What follows belongs to an exercise in optimizing a design on an open flow for a short achievable clock period and few clock cycles; a production flow would make more cautious choices.
Only simulation tests tie the RTL to the original design; equivalence was not proved.
Power and IR drop assume default switching activity.

$ cat flow/design.v
package rv32i_types;
    typedef enum logic [6:0] {
        op_b_lui       = 7'b0110111,  
        op_b_auipc     = 7'b0010111,  
        op_b_jal       = 7'b1101111,  
        op_b_jalr      = 7'b1100111,  
        op_b_br        = 7'b1100011,  
        op_b_load      = 7'b0000011,  
        op_b_store     = 7'b0100011,  
        op_b_imm       = 7'b0010011,  
        op_b_reg       = 7'b0110011   
    } rv32i_opcode;
    typedef enum logic [2:0] {
        arith_f3_add   = 3'b000,  
        arith_f3_sll   = 3'b001,
        arith_f3_slt   = 3'b010,
        arith_f3_sltu  = 3'b011,
        arith_f3_xor   = 3'b100,
        arith_f3_sr    = 3'b101,  
        arith_f3_or    = 3'b110,
        arith_f3_and   = 3'b111
    } arith_f3_t;
    typedef enum logic [2:0] {
        load_f3_lb     = 3'b000,
        load_f3_lh     = 3'b001,
        load_f3_lw     = 3'b010,
        load_f3_lbu    = 3'b100,
        load_f3_lhu    = 3'b101
    } load_f3_t;
    typedef enum logic [2:0] {
        store_f3_sb    = 3'b000,
        store_f3_sh    = 3'b001,
        store_f3_sw    = 3'b010
    } store_f3_t;
    typedef enum logic [2:0] {
        branch_f3_beq  = 3'b000,
        branch_f3_bne  = 3'b001,
        branch_f3_blt  = 3'b100,
        branch_f3_bge  = 3'b101,
        branch_f3_bltu = 3'b110,
        branch_f3_bgeu = 3'b111
    } branch_f3_t;
    typedef enum logic [6:0] {
        base           = 7'b0000000,
        variant        = 7'b0100000
    } funct7_t;
    typedef enum logic [2:0] {
        alu_op_add     = 3'b000,
        alu_op_sll     = 3'b001,
        alu_op_sra     = 3'b010,
        alu_op_sub     = 3'b011,
        alu_op_xor     = 3'b100,
        alu_op_srl     = 3'b101,
        alu_op_or      = 3'b110,
        alu_op_and     = 3'b111
    } alu_ops;
endpackage
module regfile
(
    input   logic           clk,
    input   logic           rst,
    input   logic           we_a,
    input   logic   [4:0]   wa_a,
    input   logic   [31:0]  wd_a,
    input   logic           we_b,
    input   logic   [4:0]   wa_b,
    input   logic   [31:0]  wd_b,
    input   logic   [4:0]   rs1_s, rs2_s,
    output  logic   [31:0]  rs1_v, rs2_v
);
            logic   [31:0]  data [32];
    always_ff @(posedge clk) begin
        if (rst) begin
            for (int i = 0; i < 32; i++) begin
                data[i] <= '0;
            end
        end else begin
            for (int i = 1; i < 32; i++) begin
                if (we_a && (wa_a == 5'(i))) begin
                    data[i] <= wd_a;
                end else if (we_b && (wa_b == 5'(i))) begin
                    data[i] <= wd_b;
                end
            end
        end
    end
    assign rs1_v = (rs1_s != 5'd0) ? data[rs1_s] : '0;
    assign rs2_v = (rs2_s != 5'd0) ? data[rs2_s] : '0;
endmodule
import rv32i_types::*;
module cpu
(
    input   logic           clk,
    input   logic           rst,
    output  logic   [31:0]  mem_addr,
    output  logic   [3:0]   mem_rmask,
    output  logic   [3:0]   mem_wmask,
    input   logic   [31:0]  mem_rdata,
    output  logic   [31:0]  mem_wdata,
    input   logic           mem_resp
);
    localparam logic [29:0] RESET_W = 30'h1eceb000 >> 2;
    localparam int          PF_AHEAD = 4;
    localparam int          CB = 4;
    localparam int          NL = 1 << CB;
    localparam logic [2:0] K_ALU  = 3'd0;
    localparam logic [2:0] K_LD   = 3'd1;
    localparam logic [2:0] K_ST   = 3'd2;
    localparam logic [2:0] K_BR   = 3'd3;
    localparam logic [2:0] K_JAL  = 3'd4;
    localparam logic [2:0] K_JALR = 3'd5;
    localparam logic [2:0] K_PRE  = 3'd6;
    localparam logic [2:0] K_NOP  = 3'd7;
    localparam logic [1:0] R_FETCH = 2'd0;
    localparam logic [1:0] R_LOAD  = 2'd1;
    localparam logic [1:0] R_STORE = 2'd2;
            logic           q_pend;
            logic   [29:0]  q_addr;
            logic   [3:0]   q_rmask;
            logic   [3:0]   q_wmask;
            logic   [31:0]  q_wdata;
            logic   [1:0]   q_kind;
            logic           nq_valid;
            logic   [29:0]  nq_addr;
            logic   [3:0]   nq_rmask;
            logic   [3:0]   nq_wmask;
            logic   [31:0]  nq_wdata;
            logic   [1:0]   nq_kind;
    assign mem_addr  = {q_addr, 2'b00};
    assign mem_rmask = q_rmask;
    assign mem_wmask = q_wmask;
    assign mem_wdata = q_wdata;
            logic           port_free;
    assign port_free = !q_pend || mem_resp;
            logic           c_valid [NL];
            logic   [13-CB:0] c_tag [NL];    
            logic   [15:0]  c_hi;                
            logic           f_hi_ok, p_hi_ok;
    assign f_hi_ok = (fpc[29:14] == c_hi);
    assign p_hi_ok = (ppc[29:14] == c_hi);
            logic   [31:0]  c_data  [NL];
            logic           c_pt    [NL];    
            logic   [29:0]  c_pn    [NL];    
            logic   [29:0]  fpc;
            logic   [29:0]  ppc;
            logic           ir_valid;
            logic           ir_fpred;    
            logic   [31:0]  ir;
            logic   [29:0]  ir_pc;
            logic           x_valid;
            logic   [2:0]   x_kind;
            logic   [2:0]   x_f3;
            logic           x_alt;
            logic           x_pred;
            logic   [31:0]  x_a;
            logic   [31:0]  x_b;
            logic   [31:0]  x_sd;
            logic   [31:0]  x_pre;
            logic   [29:0]  x_tgt;
            logic   [29:0]  x_pn;
            logic   [4:0]   x_rd;
            logic           x_wr;
            logic           x_fa, x_fb, x_fs;    
            logic           x_mark;              
            logic   [CB-1:0] x_idx;
            logic   [10:0]  x_sel;               
            logic           wb_en;
            logic   [4:0]   wb_rd;
            logic   [31:0]  wb_val;
            logic           lu_pend;
            logic           lu_wr;
            logic   [4:0]   lu_rd;
            logic   [2:0]   lu_f3;
            logic   [1:0]   lu_off;
            logic           ld_en;
            logic   [4:0]   ld_rd;
            logic   [31:0]  ld_raw;
            logic   [2:0]   ld_f3;
            logic   [1:0]   ld_off;
            logic   [31:0]  ld_val;
            logic   [7:0]   ld_byte;
            logic   [15:0]  ld_half;
    always_comb begin
        unique case (ld_off)
            2'd0: ld_byte = ld_raw[7:0];
            2'd1: ld_byte = ld_raw[15:8];
            2'd2: ld_byte = ld_raw[23:16];
            default: ld_byte = ld_raw[31:24];
        endcase
        ld_half = ld_off[1] ? ld_raw[31:16] : ld_raw[15:0];
        unique case (ld_f3)
            load_f3_lb : ld_val = {{24{ld_byte[7]}}, ld_byte};
            load_f3_lbu: ld_val = {24'd0, ld_byte};
            load_f3_lh : ld_val = {{16{ld_half[15]}}, ld_half};
            load_f3_lhu: ld_val = {16'd0, ld_half};
            default    : ld_val = ld_raw;
        endcase
    end
            logic   [31:0]  sum;
            logic   [32:0]  diff;
            logic           eq, lt, ltu, taken;
            logic   [31:0]  alu, x_res;
            logic   [3:0]   st_mask;
            logic           x_mem;
            logic           x_redir;
            logic           b_redir;     
            logic   [29:0]  b_target;
            logic   [31:0]  x_addr;      
            logic   [29:0]  x_target;
            logic           x_res_wr;    
            logic   [31:0]  xa, xb, xsd;
    assign xa   = x_fa ? wb_val : x_a;
    assign xb   = x_fb ? wb_val : x_b;
    always_comb begin
        if (!x_fs)                    xsd = x_sd;
        else if (x_f3 == store_f3_sb) xsd = {4{wb_val[7:0]}};
        else if (x_f3 == store_f3_sh) xsd = {2{wb_val[15:0]}};
        else                          xsd = wb_val;
    end
    assign sum  = xa + xb;
    assign diff = {1'b0, xa} - {1'b0, xb};
    assign eq   = (xa == xb);
    assign ltu  = diff[32];
    assign lt   = (xa[31] ^ xb[31]) ? xa[31] : diff[31];
    always_comb begin
        alu = ({32{x_sel[0]}}  & sum)
            | ({32{x_sel[1]}}  & diff[31:0])
            | ({32{x_sel[2]}}  & (xa << xb[4:0]))
            | ({32{x_sel[3]}}  & {31'd0, lt})
            | ({32{x_sel[4]}}  & {31'd0, ltu})
            | ({32{x_sel[5]}}  & (xa ^ xb))
            | ({32{x_sel[6]}}  & (xa >> xb[4:0]))
            | ({32{x_sel[7]}}  & unsigned'(signed'(xa) >>> xb[4:0]))
            | ({32{x_sel[8]}}  & (xa | xb))
            | ({32{x_sel[9]}}  & (xa & xb))
            | ({32{x_sel[10]}} & x_pre);
        unique case (x_f3)
            branch_f3_beq : taken = eq;
            branch_f3_bne : taken = !eq;
            branch_f3_blt : taken = lt;
            branch_f3_bge : taken = !lt;
            branch_f3_bltu: taken = ltu;
            branch_f3_bgeu: taken = !ltu;
            default       : taken = 1'b0;
        endcase
        unique case (x_f3)
            store_f3_sb: st_mask = 4'b0001 << x_addr[1:0];
            store_f3_sh: st_mask = x_addr[1] ? 4'b1100 : 4'b0011;
            default    : st_mask = 4'b1111;
        endcase
    end
    assign x_res    = alu;
    assign x_mem    = (x_kind == K_LD) || (x_kind == K_ST);
    assign x_res_wr = x_valid && x_wr && !x_mem && !b_redir;
    assign x_redir  = x_valid && !b_redir && ((x_kind == K_JALR) || ((x_kind == K_BR) && (taken != x_pred)));
    assign x_target = (x_kind == K_JALR) ? sum[31:2] : (taken ? x_tgt : x_pn);
            logic           xr_ok;
            logic           xr_valid;
            logic           x_done;
    assign xr_ok    = (!nq_valid || (nq_kind == R_FETCH)) && ((x_kind != K_LD) || !lu_pend);
    assign xr_valid = x_valid && x_mem && xr_ok && !b_redir;
    assign x_done   = !x_mem || xr_ok;
            logic   [6:0]   opcode;
            logic   [2:0]   funct3;
            logic   [4:0]   rs1_s, rs2_s, rd_s;
            logic   [31:0]  i_imm, s_imm, b_imm, u_imm, j_imm;
            logic   [31:0]  rf_rs1, rf_rs2, rs1_v, rs2_v;
            logic   [31:0]  pc_imm, pc_sum;
            logic   [29:0]  pc_n;
    assign opcode = ir[6:0];
    assign funct3 = ir[14:12];
    assign rs1_s  = ir[19:15];
    assign rs2_s  = ir[24:20];
    assign rd_s   = ir[11:7];
    assign i_imm  = {{21{ir[31]}}, ir[30:20]};
    assign s_imm  = {{21{ir[31]}}, ir[30:25], ir[11:7]};
    assign b_imm  = {{20{ir[31]}}, ir[7], ir[30:25], ir[11:8], 1'b0};
    assign u_imm  = {ir[31:12], 12'h000};
    assign j_imm  = {{12{ir[31]}}, ir[19:12], ir[20], ir[30:21], 1'b0};
    regfile regfile (
        .clk    (clk),
        .rst    (rst),
        .we_a   (wb_en),
        .wa_a   (wb_rd),
        .wd_a   (wb_val),
        .we_b   (ld_en),
        .wa_b   (ld_rd),
        .wd_b   (ld_val),
        .rs1_s  (rs1_s),
        .rs2_s  (rs2_s),
        .rs1_v  (rf_rs1),
        .rs2_v  (rf_rs2)
    );
    always_comb begin
        if (wb_en && (wb_rd == rs1_s))         rs1_v = wb_val;
        else if (ld_en && (ld_rd == rs1_s))    rs1_v = ld_val;
        else                                   rs1_v = rf_rs1;
        if (wb_en && (wb_rd == rs2_s))         rs2_v = wb_val;
        else if (ld_en && (ld_rd == rs2_s))    rs2_v = ld_val;
        else                                   rs2_v = rf_rs2;
    end
            logic   [31:0]  pc_j, pc_b, pc_u;
    assign pc_j   = {ir_pc, 2'b00} + j_imm;
    assign pc_b   = {ir_pc, 2'b00} + b_imm;
    assign pc_u   = {ir_pc, 2'b00} + u_imm;
    assign pc_sum = (opcode == op_b_jal) ? pc_j : pc_b;    
    assign pc_n   = ir_pc + 30'd1;
            logic   [2:0]   d_kind;
            logic           d_alt;
            logic   [31:0]  d_b;
            logic   [31:0]  d_sd;
            logic   [31:0]  d_pre;
            logic           d_wr;
            logic           d_use1, d_use2;
            logic           d_ptaken;
            logic   [10:0]  d_sel;
            logic           d_breg;
    always_comb begin
        d_kind = K_NOP;
        d_alt  = 1'b0;
        d_b    = i_imm;
        d_pre  = {pc_n, 2'b00};
        d_wr   = 1'b0;
        d_use1 = 1'b0;
        d_use2 = 1'b0;
        unique case (opcode)
            op_b_lui  : begin d_kind = K_PRE;  d_pre = u_imm;  d_wr = 1'b1; end
            op_b_auipc: begin d_kind = K_PRE;  d_pre = pc_u;   d_wr = 1'b1; end
            op_b_jal  : begin d_kind = K_JAL;  d_wr = 1'b1; end
            op_b_jalr : begin d_kind = K_JALR; d_wr = 1'b1; d_use1 = 1'b1; end
            op_b_br   : begin d_kind = K_BR;   d_b = rs2_v; d_use1 = 1'b1; d_use2 = 1'b1; end
            op_b_load : begin d_kind = K_LD;   d_wr = 1'b1; d_use1 = 1'b1; end
            op_b_store: begin d_kind = K_ST;   d_b = s_imm; d_use1 = 1'b1; d_use2 = 1'b1; end
            op_b_imm  : begin
                d_kind = K_ALU; d_wr = 1'b1; d_use1 = 1'b1;
                d_alt  = (funct3 == arith_f3_sr) && ir[30];
            end
            op_b_reg  : begin
                d_kind = K_ALU; d_wr = 1'b1; d_b = rs2_v; d_use1 = 1'b1; d_use2 = 1'b1;
                d_alt  = ((funct3 == arith_f3_sr) || (funct3 == arith_f3_add)) && ir[30];
            end
            default   : ;
        endcase
        unique case (funct3)
            store_f3_sb: d_sd = {4{rs2_v[7:0]}};
            store_f3_sh: d_sd = {2{rs2_v[15:0]}};
            default    : d_sd = rs2_v;
        endcase
        d_ptaken = (opcode == op_b_jal) || ((opcode == op_b_br) && ir[31]);
        d_breg   = (opcode == op_b_br) || (opcode == op_b_reg);
        d_sel    = '0;
        if (d_kind == K_ALU) begin
            unique case (funct3)
                arith_f3_add : d_sel[d_alt ? 1 : 0] = 1'b1;
                arith_f3_sll : d_sel[2] = 1'b1;
                arith_f3_slt : d_sel[3] = 1'b1;
                arith_f3_sltu: d_sel[4] = 1'b1;
                arith_f3_xor : d_sel[5] = 1'b1;
                arith_f3_sr  : d_sel[d_alt ? 7 : 6] = 1'b1;
                arith_f3_or  : d_sel[8] = 1'b1;
                default      : d_sel[9] = 1'b1;
            endcase
        end else begin
            d_sel[10] = 1'b1;
        end
    end
            logic           haz_x, haz_l, d_hazard;
    assign haz_x = x_valid && (x_kind == K_LD) && x_wr &&
                   ((d_use1 && (rs1_s == x_rd)) || (d_use2 && (rs2_s == x_rd)) || (d_wr && (rd_s == x_rd)));
    assign haz_l = lu_pend && lu_wr &&
                   ((d_use1 && (rs1_s == lu_rd)) || (d_use2 && (rs2_s == lu_rd)) || (d_wr && (rd_s == lu_rd)));
            logic           haz_a;
    assign haz_a = ((opcode == op_b_load) || (opcode == op_b_store)) && x_res_wr && (x_rd == rs1_s);
    assign d_hazard = haz_x || haz_l || haz_a;
            logic   [31:0]  d_addr;
    assign d_addr = rs1_v + ((opcode == op_b_store) ? s_imm : i_imm);
            logic           d_adv;
    assign d_adv = ir_valid && (!x_valid || x_done) && !d_hazard;
            logic   [CB-1:0] f_idx;
            logic           f_hit_c, f_hit_r, f_avail, f_adv;
            logic   [31:0]  f_inst;
            logic           f_inflight;
    assign f_idx   = fpc[CB-1:0];
    assign f_hit_c = c_valid[f_idx] && (c_tag[f_idx] == fpc[13:CB]) && f_hi_ok;
    assign f_hit_r = mem_resp && (q_kind == R_FETCH) && (q_addr == fpc);
    assign f_inst  = f_hit_r ? mem_rdata : c_data[f_idx];
            logic           f_pt;
    assign f_pt    = f_hit_c && c_pt[f_idx];
    assign f_avail = f_hit_c || f_hit_r;
    assign f_adv   = f_avail && (!ir_valid || d_adv);
    assign f_inflight = (q_pend && (q_kind == R_FETCH) && (q_addr == fpc)) ||
                        (nq_valid && (nq_kind == R_FETCH) && (nq_addr == fpc));
            logic   [29:0]  pdiff;
            logic           p_room, p_behind;
            logic   [CB-1:0] p_idx;
            logic           p_hit, p_inflight, pf_want, pf_valid;
            logic   [2:0]   pd;
    assign pd       = ppc[2:0] - fpc[2:0];
    assign pdiff    = '0;
    assign p_behind = (pd >= 3'd5);
    assign p_room   = (pd < 3'(PF_AHEAD));
    assign p_idx    = ppc[CB-1:0];
    assign p_hit    = c_valid[p_idx] && (c_tag[p_idx] == ppc[13:CB]) && p_hi_ok;
    assign p_inflight = (q_pend && (q_kind == R_FETCH) && (q_addr == ppc)) ||
                        (nq_valid && (nq_kind == R_FETCH) && (nq_addr == ppc));
    assign pf_want  = p_room && !p_hit && !p_inflight;
    assign pf_valid = pf_want && !nq_valid && !xr_valid;
            logic           new_valid;
            logic   [29:0]  new_addr;
            logic   [3:0]   new_rmask, new_wmask;
            logic   [31:0]  new_wdata;
            logic   [1:0]   new_kind;
    always_comb begin
        new_valid = xr_valid || pf_valid;
        if (xr_valid) begin
            new_addr  = x_addr[31:2];
            new_rmask = (x_kind == K_LD) ? 4'b1111 : 4'b0000;
            new_wmask = (x_kind == K_ST) ? st_mask : 4'b0000;
            new_wdata = xsd;
            new_kind  = (x_kind == K_LD) ? R_LOAD : R_STORE;
        end else begin
            new_addr  = ppc;
            new_rmask = 4'b1111;
            new_wmask = 4'b0000;
            new_wdata = xsd;
            new_kind  = R_FETCH;
        end
    end
            logic           pf_drop;
    assign pf_drop = nq_valid && xr_valid;
    always_ff @(posedge clk) begin
        if (rst) begin
            q_pend   <= 1'b0;
            q_addr   <= '0;
            q_rmask  <= '0;
            q_wmask  <= '0;
            q_wdata  <= '0;
            q_kind   <= R_FETCH;
            nq_valid <= 1'b0;
            nq_addr  <= '0;
            nq_rmask <= '0;
            nq_wmask <= '0;
            nq_wdata <= '0;
            nq_kind  <= R_FETCH;
            for (int i = 0; i < NL; i++) c_valid[i] <= 1'b0;
            c_hi     <= '0;
            fpc      <= RESET_W;
            ppc      <= RESET_W;
            ir_valid <= 1'b0;
            ir_fpred <= 1'b0;
            ir       <= '0;
            ir_pc    <= '0;
            x_valid  <= 1'b0;
            b_redir  <= 1'b0;
            b_target <= '0;
            x_addr   <= '0;
            x_kind   <= K_NOP;
            x_f3     <= '0;
            x_alt    <= 1'b0;
            x_pred   <= 1'b0;
            x_a      <= '0;
            x_b      <= '0;
            x_sd     <= '0;
            x_pre    <= '0;
            x_tgt    <= '0;
            x_pn     <= '0;
            x_rd     <= '0;
            x_wr     <= 1'b0;
            x_fa     <= 1'b0;
            x_fb     <= 1'b0;
            x_fs     <= 1'b0;
            x_sel    <= '0;
            x_mark   <= 1'b0;
            x_idx    <= '0;
            wb_en    <= 1'b0;
            wb_rd    <= '0;
            wb_val   <= '0;
            lu_pend  <= 1'b0;
            lu_wr    <= 1'b0;
            lu_rd    <= '0;
            lu_f3    <= '0;
            lu_off   <= '0;
            ld_en    <= 1'b0;
            ld_rd    <= '0;
            ld_raw   <= '0;
            ld_f3    <= '0;
            ld_off   <= '0;
        end else begin
            if (port_free) begin
                if (nq_valid) begin
                    q_pend   <= 1'b1;
                    q_addr   <= nq_addr;
                    q_rmask  <= nq_rmask;
                    q_wmask  <= nq_wmask;
                    q_wdata  <= nq_wdata;
                    q_kind   <= nq_kind;
                    nq_valid <= new_valid;
                end else if (new_valid) begin
                    q_pend   <= 1'b1;
                    q_addr   <= new_addr;
                    q_rmask  <= new_rmask;
                    q_wmask  <= new_wmask;
                    q_wdata  <= new_wdata;
                    q_kind   <= new_kind;
                end else begin
                    q_pend   <= 1'b0;
                    q_rmask  <= 4'b0000;
                    q_wmask  <= 4'b0000;
                end
            end else if (new_valid) begin
                nq_valid <= 1'b1;
            end
            if (new_valid && (nq_valid || !port_free)) begin
                nq_addr  <= new_addr;
                nq_rmask <= new_rmask;
                nq_wmask <= new_wmask;
                nq_wdata <= new_wdata;
                nq_kind  <= new_kind;
            end
            ld_en <= 1'b0;
            if (mem_resp && (q_kind == R_FETCH)) begin
                if (q_addr[29:14] != c_hi) begin
                    for (int i = 0; i < NL; i++) c_valid[i] <= 1'b0;
                    c_hi <= q_addr[29:14];
                end
                c_valid[q_addr[CB-1:0]] <= 1'b1;
                c_tag[q_addr[CB-1:0]]   <= q_addr[13:CB];
                c_data[q_addr[CB-1:0]]  <= mem_rdata;
                c_pt[q_addr[CB-1:0]]    <= 1'b0;
            end
            if (x_valid && x_mark && !b_redir && !(mem_resp && (q_kind == R_FETCH) && (q_addr[CB-1:0] == x_idx))) begin
                c_pt[x_idx]          <= 1'b1;
                c_pn[x_idx]          <= x_tgt;
            end
            if (mem_resp && (q_kind == R_LOAD)) begin
                lu_pend <= 1'b0;
                ld_en   <= lu_wr;
                ld_rd   <= lu_rd;
                ld_raw  <= mem_rdata;
                ld_f3   <= lu_f3;
                ld_off  <= lu_off;
            end
            wb_en  <= x_res_wr;
            if (x_res_wr) begin
                wb_rd  <= x_rd;
                wb_val <= x_res;
            end
            if (xr_valid && (x_kind == K_LD)) begin
                lu_pend <= 1'b1;
                lu_wr   <= x_wr;
                lu_rd   <= x_rd;
                lu_f3   <= x_f3;
                lu_off  <= x_addr[1:0];
            end
            if (d_adv) begin
                x_valid  <= !b_redir;
                x_addr   <= d_addr;
                x_kind   <= d_kind;
                x_sel    <= d_sel;
                x_idx    <= ir_pc[CB-1:0];
                x_mark   <= d_ptaken && !ir_fpred && c_valid[ir_pc[CB-1:0]] && (c_tag[ir_pc[CB-1:0]] == ir_pc[13:CB]) && (ir_pc[29:14] == c_hi) &&
                            !(mem_resp && (q_kind == R_FETCH) && (q_addr[CB-1:0] == ir_pc[CB-1:0]));
                x_fa     <= x_res_wr && (x_rd == rs1_s);
                x_fb     <= x_res_wr && (x_rd == rs2_s) && d_breg;
                x_fs     <= x_res_wr && (x_rd == rs2_s) && (opcode == op_b_store);
                x_f3     <= funct3;
                x_alt    <= d_alt;
                x_pred   <= d_ptaken;
                x_a      <= rs1_v;
                x_b      <= d_b;
                x_sd     <= d_sd;
                x_pre    <= d_pre;
                x_tgt    <= pc_sum[31:2];
                x_pn     <= pc_n;
                x_rd     <= rd_s;
                x_wr     <= d_wr && (rd_s != 5'd0);
            end else if (x_done || b_redir) begin
                x_valid  <= 1'b0;
            end
            if (!ir_valid || d_adv) begin
                ir       <= f_inst;
                ir_pc    <= fpc;
                ir_fpred <= f_pt;
            end
            b_redir  <= x_redir;
            b_target <= x_target;
            if (b_redir) begin
                fpc      <= b_target;
                ppc      <= b_target;
                ir_valid <= 1'b0;
            end else if (d_adv && d_ptaken && !ir_fpred) begin
                fpc      <= pc_sum[31:2];
                ppc      <= pc_sum[31:2];
                ir_valid <= 1'b0;
            end else begin
                if (f_adv) begin
                    ir_valid <= 1'b1;
                    fpc      <= f_pt ? c_pn[f_idx] : fpc + 30'd1;
                end else if (d_adv) begin
                    ir_valid <= 1'b0;
                end
                if (f_adv && f_pt) begin
                    ppc <= c_pn[f_idx];
                end else if (pf_drop) begin
                    ppc <= nq_addr;
                end else if ((p_behind || (!f_hit_c && !f_inflight)) && (ppc != fpc)) begin
                    ppc <= fpc;
                end else if (p_room && (p_hit || p_inflight || pf_valid)) begin
                    ppc <= ppc + 30'd1;
                end
            end
        end
    end
endmodule
$ cat flow/flow/run.sh
#!/bin/bash
set -euo pipefail
bash standard.sh ADDER_MAP_FILE= synth > synth.log 2>&1
bash standard.sh ADDER_MAP_FILE= finish > layout.log 2>&1
$ cat flow/standard.sh
#!/bin/bash
# synth_recipe.tcl (not shown) runs the flow's synth.tcl, then flattens the netlist and writes it again
# the make line also repeats each setting of config.mk as NAME=value (left out here)
make -C /OpenROAD-flow-scripts/flow DESIGN_CONFIG=/design/flow/config.mk WORK_HOME=/design/flow/orfs CLKGATE_MAP_FILE= SYNTH_SCRIPT=/design/flow/synth_recipe.tcl "${@:-finish}"
$ cat flow/config.mk
export PLATFORM = sky130hd
export DESIGN_NAME = cpu
export DESIGN_NICKNAME = cpu
export VERILOG_FILES = /design/flow/design.v
export SDC_FILE = /design/flow/constraint.sdc
export NUM_CORES = 4
export LEC_CHECK = 0
export ABC_CLOCK_PERIOD_IN_PS = 2500
export CAP_MARGIN = 20
export CORE_MARGIN = 2
export CORE_UTILIZATION = 30
export MIN_ROUTING_LAYER = met2
export PLACE_DENSITY = 0.4
export SETUP_SLACK_MARGIN = 3.8
export SLEW_MARGIN = 20
export TNS_END_PERCENT = 100
$ cat flow/constraint.sdc
create_clock -name core_clock -period 8.0 [get_ports {clk}]
set_input_delay 1.6000 -clock core_clock [delete_from_list [all_inputs] [get_ports {clk}]]
set_output_delay 1.6000 -clock core_clock [all_outputs]
set_load 0.01 [all_outputs]
==> flow_summary.toml, run 1 <==
[run_status]
status = "stopped before the end"
haltStage = "global routing (5_1_grt)"
stop_error = "[ERROR GRT-0232] Routing congestion too high. Check the congestion heatmap in the GUI."

[synth]
syn-instance-count = 16000
synth_top_area_frac = 0.231
synth_warnings = 3
synth_edf_count = 1152
yosysSeqAreaShare = 0.456
synthFlopType = "dfxtp_1"
syn_area_sq_um = 150000
yosysMostFrequentCell = "nor2_1"
synth_common_cells = "nor2_1 (2617), dfxtp_1 (1691), clkbuf_1 (1439), a21oi_1 (1266), nand2_1 (1255)"
synth_area_leaders = "edfxtp_1 (23%), dfxtp_1 (23%), mux4_2 (7.1%), nor2_1 (6.5%), a211oi_1 (5.6%)"
syn_avg_cell_area_sq_um = 9.35
yosys.area.top_type = "edfxtp_1"
async_flop_share = 0
synth-seq-cells = 2843
ys_types = 103

[place]
dp_hpwl_mm = 644
place_congestion = 1.11
placed_area_sq_um = 161000
portBuffers = 104

[clocking]
cts_root_buffer = "clkbuf_16"
numClockSinks = 2843
htree_levels = 5
cts_hold_buf = 0
cts_inserted_buffers = 353
clockBufferDepth = 4

[global_routing]
grt_max_degree = 171
grt_usage = 0.612
gr-total-overflow = 4

[floorplanning]
start_util = 0.301
ios = 107
fp-row-count = 259
die_w_microns = 711
die-height_microns = 711
==> power by group through the flow <==
stage,clock (mW),combinational [mW],sequential (mW)
CTS,16.9,4.08,15.7
global placement,0,3.82,16.0
floorplan,0,2.35,15.7
detailed placement,0,3.82,16.0
==> metal layers <==
layer	GRT overflow	track usage
met1	-	-
met4	0	0.368
met5	0	0.596
met2	2	0.612
met3	2	0.761
==> what timing repair did <==
| action | CTS |
|---|---|
| setup buffers | 344 |
| pin swaps | 206 |
| resized for setup | 732 |
| gates cloned | 19 |
| endpoints found under the setup margin | 743 |
==> metrics by stage <==
stage	total power, mW	std cells	setup WS [ns]
after CTS	36.7	22800	2.98
after detailed placement	19.8	21800	1.44
after global placement	19.8	21800	1.32
after floorplan	18.1	16000	3.12
==> worst max path at each step <==
stage               startpoint             to  depth (start not counted)
global placement        ir[16]     x_addr[27]                         19
CTS                     ir[17]     x_addr[26]                         18
detailed placement      ir[18]     x_addr[27]                         15
floorplan             mem_resp  c_data[12][0]                          4
==> cells by family after synthesis <==
| kind of cell | count (synthesis) | synth area share |
|---|---|---|
| XOR/XNOR | 623 | 0.0365 |
| multiplexers | 972 | 0.105 |
| AND/OR/NAND/NOR | 5153 | 0.147 |
| other | 1 | 0.0000250 |
| flip-flops | 2843 | 0.456 |
| AO/OA/AOI/OAI | 4644 | 0.207 |
| buffers and inverters | 1748 | 0.0448 |
| adder cells (fa/ha/maj) | 56 | 0.00375 |
Testbench counts, summed over its fixed seeds: cycles 75,020.
==> run 2: changes to the inputs <==
--- a/flow/design.v
+++ b/flow/design.v
@@ -132,15 +132,15 @@
     assign mem_wdata = q_wdata;
             logic           port_free;
     assign port_free = !q_pend || mem_resp;
-            logic           c_valid [NL];
-            logic   [13-CB:0] c_tag [NL];    
+            logic   [NL-1:0]        c_valid;
+            logic   [NL-1:0][13-CB:0] c_tag;    
             logic   [15:0]  c_hi;                
             logic           f_hi_ok, p_hi_ok;
     assign f_hi_ok = (fpc[29:14] == c_hi);
     assign p_hi_ok = (ppc[29:14] == c_hi);
-            logic   [31:0]  c_data  [NL];
-            logic           c_pt    [NL];    
-            logic   [29:0]  c_pn    [NL];    
+            logic   [NL-1:0][31:0]  c_data;
+            logic   [NL-1:0]        c_pt;    
+            logic   [NL-1:0][9:0]   c_pn;    
             logic   [29:0]  fpc;
             logic   [29:0]  ppc;
             logic           ir_valid;
@@ -205,35 +205,41 @@
             logic           x_redir;
             logic           b_redir;     
             logic   [29:0]  b_target;
+            logic           b_jalr, b_taken;
+            logic   [29:0]  b_sum, b_tgt, b_pn;
+    assign b_target = b_jalr ? b_sum : (b_taken ? b_tgt : b_pn);
             logic   [31:0]  x_addr;      
+            logic   [12:0]  x_alo;       
+            logic   [19:0]  x_ahi;       
+            logic           x_aneg;      
+            logic   [19:0]  x_ahi_p, x_ahi_m;
             logic   [29:0]  x_target;
             logic           x_res_wr;    
-            logic   [31:0]  xa, xb, xsd;
-    assign xa   = x_fa ? wb_val : x_a;
-    assign xb   = x_fb ? wb_val : x_b;
+            logic   [31:0]  xsd;
     always_comb begin
         if (!x_fs)                    xsd = x_sd;
         else if (x_f3 == store_f3_sb) xsd = {4{wb_val[7:0]}};
         else if (x_f3 == store_f3_sh) xsd = {2{wb_val[15:0]}};
         else                          xsd = wb_val;
     end
-    assign sum  = xa + xb;
-    assign diff = {1'b0, xa} - {1'b0, xb};
-    assign eq   = (xa == xb);
-    assign ltu  = diff[32];
-    assign lt   = (xa[31] ^ xb[31]) ? xa[31] : diff[31];
+            logic   [31:0]  res_n, res_a, res_b, sum_n, sum_a, sum_b;
+            logic           eq_n, eq_a, eq_b, lt_n, lt_a, lt_b, ltu_n, ltu_a, ltu_b;
+    xalu alu_n (.a(x_a),    .b(x_b),    .pre(x_pre), .sel(x_sel), .res(res_n), .sum(sum_n), .eq(eq_n), .lt(lt_n), .ltu(ltu_n));
+    xalu alu_a (.a(wb_val), .b(x_b),    .pre(x_pre), .sel(x_sel), .res(res_a), .sum(sum_a), .eq(eq_a), .lt(lt_a), .ltu(ltu_a));
+    xalu alu_b (.a(x_a),    .b(wb_val), .pre(x_pre), .sel(x_sel), .res(res_b), .sum(sum_b), .eq(eq_b), .lt(lt_b), .ltu(ltu_b));
+    always_comb begin
+        if (x_fa && x_fb) begin
+            alu = res_a;  sum = sum_a;  eq = 1'b1; lt = 1'b0; ltu = 1'b0;
+        end else if (x_fa) begin
+            alu = res_a;  sum = sum_a;  eq = eq_a; lt = lt_a; ltu = ltu_a;
+        end else if (x_fb) begin
+            alu = res_b;  sum = sum_b;  eq = eq_b; lt = lt_b; ltu = ltu_b;
+        end else begin
+            alu = res_n;  sum = sum_n;  eq = eq_n; lt = lt_n; ltu = ltu_n;
+        end
+    end
+    assign diff = '0;
     always_comb begin
-        alu = ({32{x_sel[0]}}  & sum)
-            | ({32{x_sel[1]}}  & diff[31:0])
-            | ({32{x_sel[2]}}  & (xa << xb[4:0]))
-            | ({32{x_sel[3]}}  & {31'd0, lt})
-            | ({32{x_sel[4]}}  & {31'd0, ltu})
-            | ({32{x_sel[5]}}  & (xa ^ xb))
-            | ({32{x_sel[6]}}  & (xa >> xb[4:0]))
-            | ({32{x_sel[7]}}  & unsigned'(signed'(xa) >>> xb[4:0]))
-            | ({32{x_sel[8]}}  & (xa | xb))
-            | ({32{x_sel[9]}}  & (xa & xb))
-            | ({32{x_sel[10]}} & x_pre);
         unique case (x_f3)
             branch_f3_beq : taken = eq;
             branch_f3_bne : taken = !eq;
@@ -251,6 +257,14 @@
     end
     assign x_res    = alu;
     assign x_mem    = (x_kind == K_LD) || (x_kind == K_ST);
+    assign x_ahi_p = x_ahi + 20'd1;
+    assign x_ahi_m = x_ahi - 20'd1;
+    always_comb begin
+        x_addr[11:0] = x_alo[11:0];
+        if (x_alo[12] && !x_aneg)      x_addr[31:12] = x_ahi_p;
+        else if (!x_alo[12] && x_aneg) x_addr[31:12] = x_ahi_m;
+        else                           x_addr[31:12] = x_ahi;
+    end
     assign x_res_wr = x_valid && x_wr && !x_mem && !b_redir;
     assign x_redir  = x_valid && !b_redir && ((x_kind == K_JALR) || ((x_kind == K_BR) && (taken != x_pred)));
     assign x_target = (x_kind == K_JALR) ? sum[31:2] : (taken ? x_tgt : x_pn);
@@ -371,11 +385,15 @@
                    ((d_use1 && (rs1_s == lu_rd)) || (d_use2 && (rs2_s == lu_rd)) || (d_wr && (rd_s == lu_rd)));
             logic           haz_a;
     assign haz_a = ((opcode == op_b_load) || (opcode == op_b_store)) && x_res_wr && (x_rd == rs1_s);
-    assign d_hazard = haz_x || haz_l || haz_a;
+            logic           haz_f;
+    assign haz_f = (opcode == op_b_reg) && x_res_wr && (x_rd == rs1_s) && (x_rd == rs2_s);
+    assign d_hazard = haz_x || haz_l || haz_a || haz_f;
             logic   [31:0]  d_addr;
-    assign d_addr = rs1_v + ((opcode == op_b_store) ? s_imm : i_imm);
+    assign d_addr = (opcode == op_b_store) ? s_imm : i_imm;    
             logic           d_adv;
-    assign d_adv = ir_valid && (!x_valid || x_done) && !d_hazard;
+            logic           d_rq;
+            logic   [29:0]  d_rtgt;
+    assign d_adv = ir_valid && (!x_valid || x_done) && !d_hazard && !d_rq;
             logic   [CB-1:0] f_idx;
             logic           f_hit_c, f_hit_r, f_avail, f_adv;
             logic   [31:0]  f_inst;
@@ -404,7 +422,8 @@
     assign p_inflight = (q_pend && (q_kind == R_FETCH) && (q_addr == ppc)) ||
                         (nq_valid && (nq_kind == R_FETCH) && (nq_addr == ppc));
     assign pf_want  = p_room && !p_hit && !p_inflight;
-    assign pf_valid = pf_want && !nq_valid && !xr_valid;
+            logic           fp_q, stuck_q;
+    assign pf_valid = pf_want && !nq_valid && !xr_valid && !fp_q;
             logic           new_valid;
             logic   [29:0]  new_addr;
             logic   [3:0]   new_rmask, new_wmask;
@@ -442,7 +461,13 @@
             nq_wmask <= '0;
             nq_wdata <= '0;
             nq_kind  <= R_FETCH;
-            for (int i = 0; i < NL; i++) c_valid[i] <= 1'b0;
+            for (int i = 0; i < NL; i++) begin
+                c_valid[i] <= 1'b0;
+                c_tag[i]   <= '0;
+                c_data[i]  <= '0;
+                c_pt[i]    <= 1'b0;
+                c_pn[i]    <= '0;
+            end
             c_hi     <= '0;
             fpc      <= RESET_W;
             ppc      <= RESET_W;
@@ -452,8 +477,18 @@
             ir_pc    <= '0;
             x_valid  <= 1'b0;
             b_redir  <= 1'b0;
-            b_target <= '0;
-            x_addr   <= '0;
+            d_rq     <= 1'b0;
+            d_rtgt   <= '0;
+            fp_q     <= 1'b0;
+            stuck_q  <= 1'b0;
+            b_jalr   <= 1'b0;
+            b_taken  <= 1'b0;
+            b_sum    <= '0;
+            b_tgt    <= '0;
+            b_pn     <= '0;
+            x_alo    <= '0;
+            x_ahi    <= '0;
+            x_aneg   <= 1'b0;
             x_kind   <= K_NOP;
             x_f3     <= '0;
             x_alt    <= 1'b0;
@@ -495,22 +530,18 @@
                     q_wdata  <= nq_wdata;
                     q_kind   <= nq_kind;
                     nq_valid <= new_valid;
-                end else if (new_valid) begin
-                    q_pend   <= 1'b1;
+                end else begin
+                    q_pend   <= new_valid;
                     q_addr   <= new_addr;
-                    q_rmask  <= new_rmask;
-                    q_wmask  <= new_wmask;
+                    q_rmask  <= new_valid ? new_rmask : 4'b0000;
+                    q_wmask  <= new_valid ? new_wmask : 4'b0000;
                     q_wdata  <= new_wdata;
                     q_kind   <= new_kind;
-                end else begin
-                    q_pend   <= 1'b0;
-                    q_rmask  <= 4'b0000;
-                    q_wmask  <= 4'b0000;
                 end
             end else if (new_valid) begin
                 nq_valid <= 1'b1;
             end
-            if (new_valid && (nq_valid || !port_free)) begin
+            if ((nq_valid && xr_valid) || (!nq_valid && !port_free)) begin
                 nq_addr  <= new_addr;
                 nq_rmask <= new_rmask;
                 nq_wmask <= new_wmask;
@@ -530,7 +561,7 @@
             end
             if (x_valid && x_mark && !b_redir && !(mem_resp && (q_kind == R_FETCH) && (q_addr[CB-1:0] == x_idx))) begin
                 c_pt[x_idx]          <= 1'b1;
-                c_pn[x_idx]          <= x_tgt;
+                c_pn[x_idx]          <= x_tgt[9:0];
             end
             if (mem_resp && (q_kind == R_LOAD)) begin
                 lu_pend <= 1'b0;
@@ -554,11 +585,13 @@
             end
             if (d_adv) begin
                 x_valid  <= !b_redir;
-                x_addr   <= d_addr;
+                x_alo    <= {1'b0, rs1_v[11:0]} + {1'b0, d_addr[11:0]};
+                x_ahi    <= rs1_v[31:12];
+                x_aneg   <= d_addr[31];
                 x_kind   <= d_kind;
                 x_sel    <= d_sel;
                 x_idx    <= ir_pc[CB-1:0];
-                x_mark   <= d_ptaken && !ir_fpred && c_valid[ir_pc[CB-1:0]] && (c_tag[ir_pc[CB-1:0]] == ir_pc[13:CB]) && (ir_pc[29:14] == c_hi) &&
+                x_mark   <= d_ptaken && !ir_fpred && (pc_sum[31:12] == {ir_pc[29:10]}) && c_valid[ir_pc[CB-1:0]] && (c_tag[ir_pc[CB-1:0]] == ir_pc[13:CB]) && (ir_pc[29:14] == c_hi) &&
                             !(mem_resp && (q_kind == R_FETCH) && (q_addr[CB-1:0] == ir_pc[CB-1:0]));
                 x_fa     <= x_res_wr && (x_rd == rs1_s);
                 x_fb     <= x_res_wr && (x_rd == rs2_s) && d_breg;
@@ -577,33 +610,42 @@
             end else if (x_done || b_redir) begin
                 x_valid  <= 1'b0;
             end
+            fp_q    <= 1'b0;
+            stuck_q <= !f_hit_c && !f_inflight && (ppc != fpc);
             if (!ir_valid || d_adv) begin
                 ir       <= f_inst;
                 ir_pc    <= fpc;
                 ir_fpred <= f_pt;
             end
             b_redir  <= x_redir;
-            b_target <= x_target;
+            b_jalr   <= (x_kind == K_JALR);
+            b_taken  <= taken;
+            b_sum    <= sum[31:2];
+            b_tgt    <= x_tgt;
+            b_pn     <= x_pn;
+            d_rq     <= d_adv && d_ptaken && !ir_fpred && !b_redir;
+            d_rtgt   <= pc_sum[31:2];
             if (b_redir) begin
                 fpc      <= b_target;
                 ppc      <= b_target;
                 ir_valid <= 1'b0;
-            end else if (d_adv && d_ptaken && !ir_fpred) begin
-                fpc      <= pc_sum[31:2];
-                ppc      <= pc_sum[31:2];
+            end else if (d_rq) begin
+                fpc      <= d_rtgt;
+                ppc      <= d_rtgt;
                 ir_valid <= 1'b0;
             end else begin
                 if (f_adv) begin
+                    fp_q     <= f_pt;
                     ir_valid <= 1'b1;
-                    fpc      <= f_pt ? c_pn[f_idx] : fpc + 30'd1;
+                    fpc      <= f_pt ? {fpc[29:10], c_pn[f_idx]} : fpc + 30'd1;
                 end else if (d_adv) begin
                     ir_valid <= 1'b0;
                 end
-                if (f_adv && f_pt) begin
-                    ppc <= c_pn[f_idx];
+                if (fp_q) begin
+                    ppc <= fpc;
                 end else if (pf_drop) begin
                     ppc <= nq_addr;
-                end else if ((p_behind || (!f_hit_c && !f_inflight)) && (ppc != fpc)) begin
+                end else if ((p_behind || stuck_q) && (ppc != fpc)) begin
                     ppc <= fpc;
                 end else if (p_room && (p_hit || p_inflight || pf_valid)) begin
                     ppc <= ppc + 30'd1;
@@ -612,3 +654,35 @@
         end
     end
 endmodule
+module xalu
+(
+    input   logic   [31:0]  a,
+    input   logic   [31:0]  b,
+    input   logic   [31:0]  pre,
+    input   logic   [10:0]  sel,
+    output  logic   [31:0]  res,
+    output  logic   [31:0]  sum,
+    output  logic           eq,
+    output  logic           lt,
+    output  logic           ltu
+);
+            logic   [32:0]  diff;
+    assign sum  = a + b;
+    assign diff = {1'b0, a} - {1'b0, b};
+    assign eq   = (a == b);
+    assign ltu  = diff[32];
+    assign lt   = (a[31] ^ b[31]) ? a[31] : diff[31];
+    always_comb begin
+        res = ({32{sel[0]}}  & sum)
+            | ({32{sel[1]}}  & diff[31:0])
+            | ({32{sel[2]}}  & (a << b[4:0]))
+            | ({32{sel[3]}}  & {31'd0, lt})
+            | ({32{sel[4]}}  & {31'd0, ltu})
+            | ({32{sel[5]}}  & (a ^ b))
+            | ({32{sel[6]}}  & (a >> b[4:0]))
+            | ({32{sel[7]}}  & unsigned'(signed'(a) >>> b[4:0]))
+            | ({32{sel[8]}}  & (a | b))
+            | ({32{sel[9]}}  & (a & b))
+            | ({32{sel[10]}} & pre);
+    end
+endmodule
--- a/flow/config.mk
+++ b/flow/config.mk
@@ -9,8 +9,7 @@
 export CAP_MARGIN = 20
 export CORE_MARGIN = 2
 export CORE_UTILIZATION = 30
-export MIN_ROUTING_LAYER = met2
 export PLACE_DENSITY = 0.4
-export SETUP_SLACK_MARGIN = 3.8
+export SETUP_SLACK_MARGIN = 4.5
 export SLEW_MARGIN = 20
 export TNS_END_PERCENT = 100
==> run 2 against run 1 <==
Compared with the run above: now clean on timing, DRC and antenna; area after synthesis increased by 5.6%; synthesized cell count increased by 30%.
==> flow_summary.toml, run 2 <==
[run_status]
status = "finished clean"

[worst_setup_path]
crit_slowest_cell = "buf_4"
worstPathArrival_ns = 5.08
cp-start-kind = "flop"
cp_cell_sequence = "buf_12 -> or3_4 -> nor2_4 -> buf_4 -> buf_4 -> a22oi_1 -> nand4_1 -> o31a_1 -> o22ai_4 -> buf_6 -> a211oi_4 -> or2_4 -> buf_6 -> inv_2 -> maj3_2 -> maj3_2 -> xnor2_1 -> a211oi_2"
cp_max_fo = 14
slowest_delay_ns = 0.49
end_kind = "flop"
ff2ff_path_depth = 18
critical_path_required_ns = 8.85
setup.worst_path.class = "flop to flop"

[hold_path]
hold_depth = 1
hp-class = "flop to flop"

[synth]
async_flop_share = 0
synth_top_area_frac = 0.327
synth_warnings = 4
synthFlopType = "dfxtp_1"
synth-seq-cells = 2588
syn-instance-count = 20900
syn_avg_cell_area_sq_um = 7.58
syn_area_sq_um = 158000
ys_types = 109
synth_edf_count = 0
yosysMostFrequentCell = "nor2_1"
yosysSeqAreaShare = 0.327
synth_common_cells = "nor2_1 (3591), dfxtp_1 (2588), nand2_1 (2407), a21oi_1 (2242), clkbuf_1 (1996)"
yosys.area.top_type = "dfxtp_1"
synth_area_leaders = "dfxtp_1 (33%), nor2_1 (8.5%), a21oi_1 (7.1%), a211oi_1 (7.0%), mux4_2 (6.7%)"

[route]
wire_per_inst_microns = 39.4
via_per_inst = 6.45
wl_mm = 1100
drc_errors = 0
ant_nets = 0
vias = 180000
dr.pass1.iters = 11
drt-initial-drc-count = 29300

[timing]
drv_slew = 0
maxSlewHeadroom = 0.148
post-route-period-util = 0.528
finalWorstSetupSlack_ns = 3.77
hold_viol_final = 0
tns_ns = 0
setup_viol = 0
finalCriticalPeriod_ns = 4.23
clock-skew-final_ns = 0.0815
clock.fmax_mhz = 237
rsz0062_at_grt = "true"
worst_slew_pin_slew_ns = 1.28

[power_and_ir_drop]
ir_drop_mv = 0.173
p_leak_nw = 65.8
power_density_nw_per_um2 = 174

[finish]
nets = 20700
top_register = "regfile.data"
drive_gt1_frac = 0.208
regArea_sq_um = 52400
layout_common_cells = "nor2_1 (3382), dfxtp_1 (2380), nand2_1 (2337)"
final_common_cell = "nor2_1"
reg_top3 = "regfile.data (992), c_data (512)"
largest_register_ffs = 992
multi_input_area_sq_um = 107000
fill_cells = 54100
area_growth_pct = 26.1

[flow_run]
maxCapViolCount = 0

[clocking]
cts_tree = "built"
clk_pin_slew_ns = 0.07
cts_inserted_buffers = 333
numClockSinks = 2588
clockBufferDepth = 4
htree_levels = 5
worst_skew_pair.late_latency_ns = 1.04
cts_root_buffer = "clkbuf_16"

[floorplanning]
die-height_microns = 731
fp-row-count = 266
ios = 107
die_w_microns = 731
core_sq_um = 525000
start_util = 0.302
dieArea_sq_um = 534000

[global_routing]
grt_max_degree = 166
gr-total-overflow = 0
antenna_found_initial = 88
grt_pass1_vias = 161000
grt_pass1_wl_mm = 1450
grt_usage = 0.387

[place]
dp_hpwl_mm = 684
portBuffers = 104
place_congestion = 1.05
dp_slack_ns = 2.12
-- run 2: cell count changes after synthesis, moves of 164 or more --
cell      change
a211oi_1    +355
a21oi_1     +976
o211ai_1    -164
dfxtp_1     +897
nand2_1    +1152
clkbuf_1    +557
edfxtp_1   -1152
nor2_1      +974
a22oi_1     +196
-- run 2: final timing paths --
check             slack, ns  startpoint  endpoint
setup / recovery       3.77      ir[18]  x_alo[6]
hold / removal         0.43    x_pn[25]  b_pn[25]
setup reg to reg       3.77      ir[18]  x_alo[6]
hold reg to reg        0.43    x_pn[25]  b_pn[25]
-- run 2: repair_timing --
action	CTS	global route
pin swaps	381	474
setup endpoints to repair	1148	764
resized for setup	1900	940
buffers inserted	575	320
hold buffers	0	0
gates cloned	74	44
-- run 2: logic make-up after synthesis --
family | Yosys count | share of synthesized area
flops | 2588 | 0.327
other cells | 1 | 0.0000237
buf+inv | 2511 | 0.0607
simple gates | 7518 | 0.199
mux | 895 | 0.0937
fa+ha+maj | 132 | 0.00839
xor+xnor | 735 | 0.0407
compound gates | 6518 | 0.270
-- run 2: layer usage --
| layer | part of all wire | up-vias | GRT usage |
|---|---|---|---|
| met3 | 0.12 | 3383 | 0.117 |
| met1 | 0.39 | 89300 | 0.497 |
| li1 | - | 75000 | - |
| met5 | 0.0013 | - | 0.00368 |
| met2 | 0.40 | 12800 | 0.554 |
| met4 | 0.087 | 83 | 0.264 |
-- run 2: cell type report --
type                       count  area share
sequential                  2588       0.262
inverter                     160     0.00377
multi-input combinational  15800       0.534
tap                         6968      0.0437
antenna                       72    0.000902
clock inverter               112     0.00618
timing repair buffer        1753       0.101
clock buffer                 486      0.0486
-- run 2: power by group --
part	switching [mW]	internal, mW	total, mW	leakage, nW
combinational	3.55	1.84	5.39	39.4
clock	6.70	8.98	15.7	5.36
sequential	0.583	13.1	13.7	21.0
total	10.8	24.0	34.8	65.8
-- run 2: metrics by stage --
step | util | power, mW | cell area (sq um) | cells | hold slack, ns
after floorplan | - | 16.1 | 159000 | 20900 | 0.428
after global placement | 0.317 | 18.1 | 167000 | 26300 | 0.437
after detailed placement | 0.317 | 18.1 | 167000 | 26300 | 0.442
after CTS | 0.364 | 34.4 | 191000 | 27500 | 0.428
after global routing | 0.380 | 35.5 | 200000 | 27900 | 0.455
final | 0.380 | 34.8 | 200000 | 28000 | 0.434
-- run 2: worst max-delay path: cells and delay by family, from the launching register on --
kind	cells	cell delay, ns
buffers and inverters	6	1.12
AOI/OAI and AO/OA	5	0.88
and+or+nand+nor	4	0.86
xor gates and xnor gates	1	0.21
DFF	1	0.38
adders and majority gates	2	0.63
Testbench counts of run 2, summed over its fixed seeds: cycles 76,011.

==> port drivers added, routing unchanged <==
No port has a modelled driver above. Below, the same layout with a new extraction and two added sets of constraints.
Step 1: set_driving_cell puts a clkbuf_16 on clk and a buf_2 on each other input, an assumption about the parent block.
Step 2 also shifts input and output timing later by t, the mid clock arrival at the registers, as if the neighbouring blocks saw the same clock.
a / b / c = ideal ports / drivers / drivers and shift; a / b = the first two.
run: run 2
shift t [ns]: 1.125
setup slack, ns: 3.774 / 3.774 / 3.493
slew at the worst register clock pin (ns): 0.07 / 0.07
worst slew at a driven data input, ns: 0.36
cell pins on the clock port's net: 1
After both steps run 2 still meets setup and hold. The setup slack of run 2 moves by 0.000 ns with the drivers and by -0.281 ns with both steps.
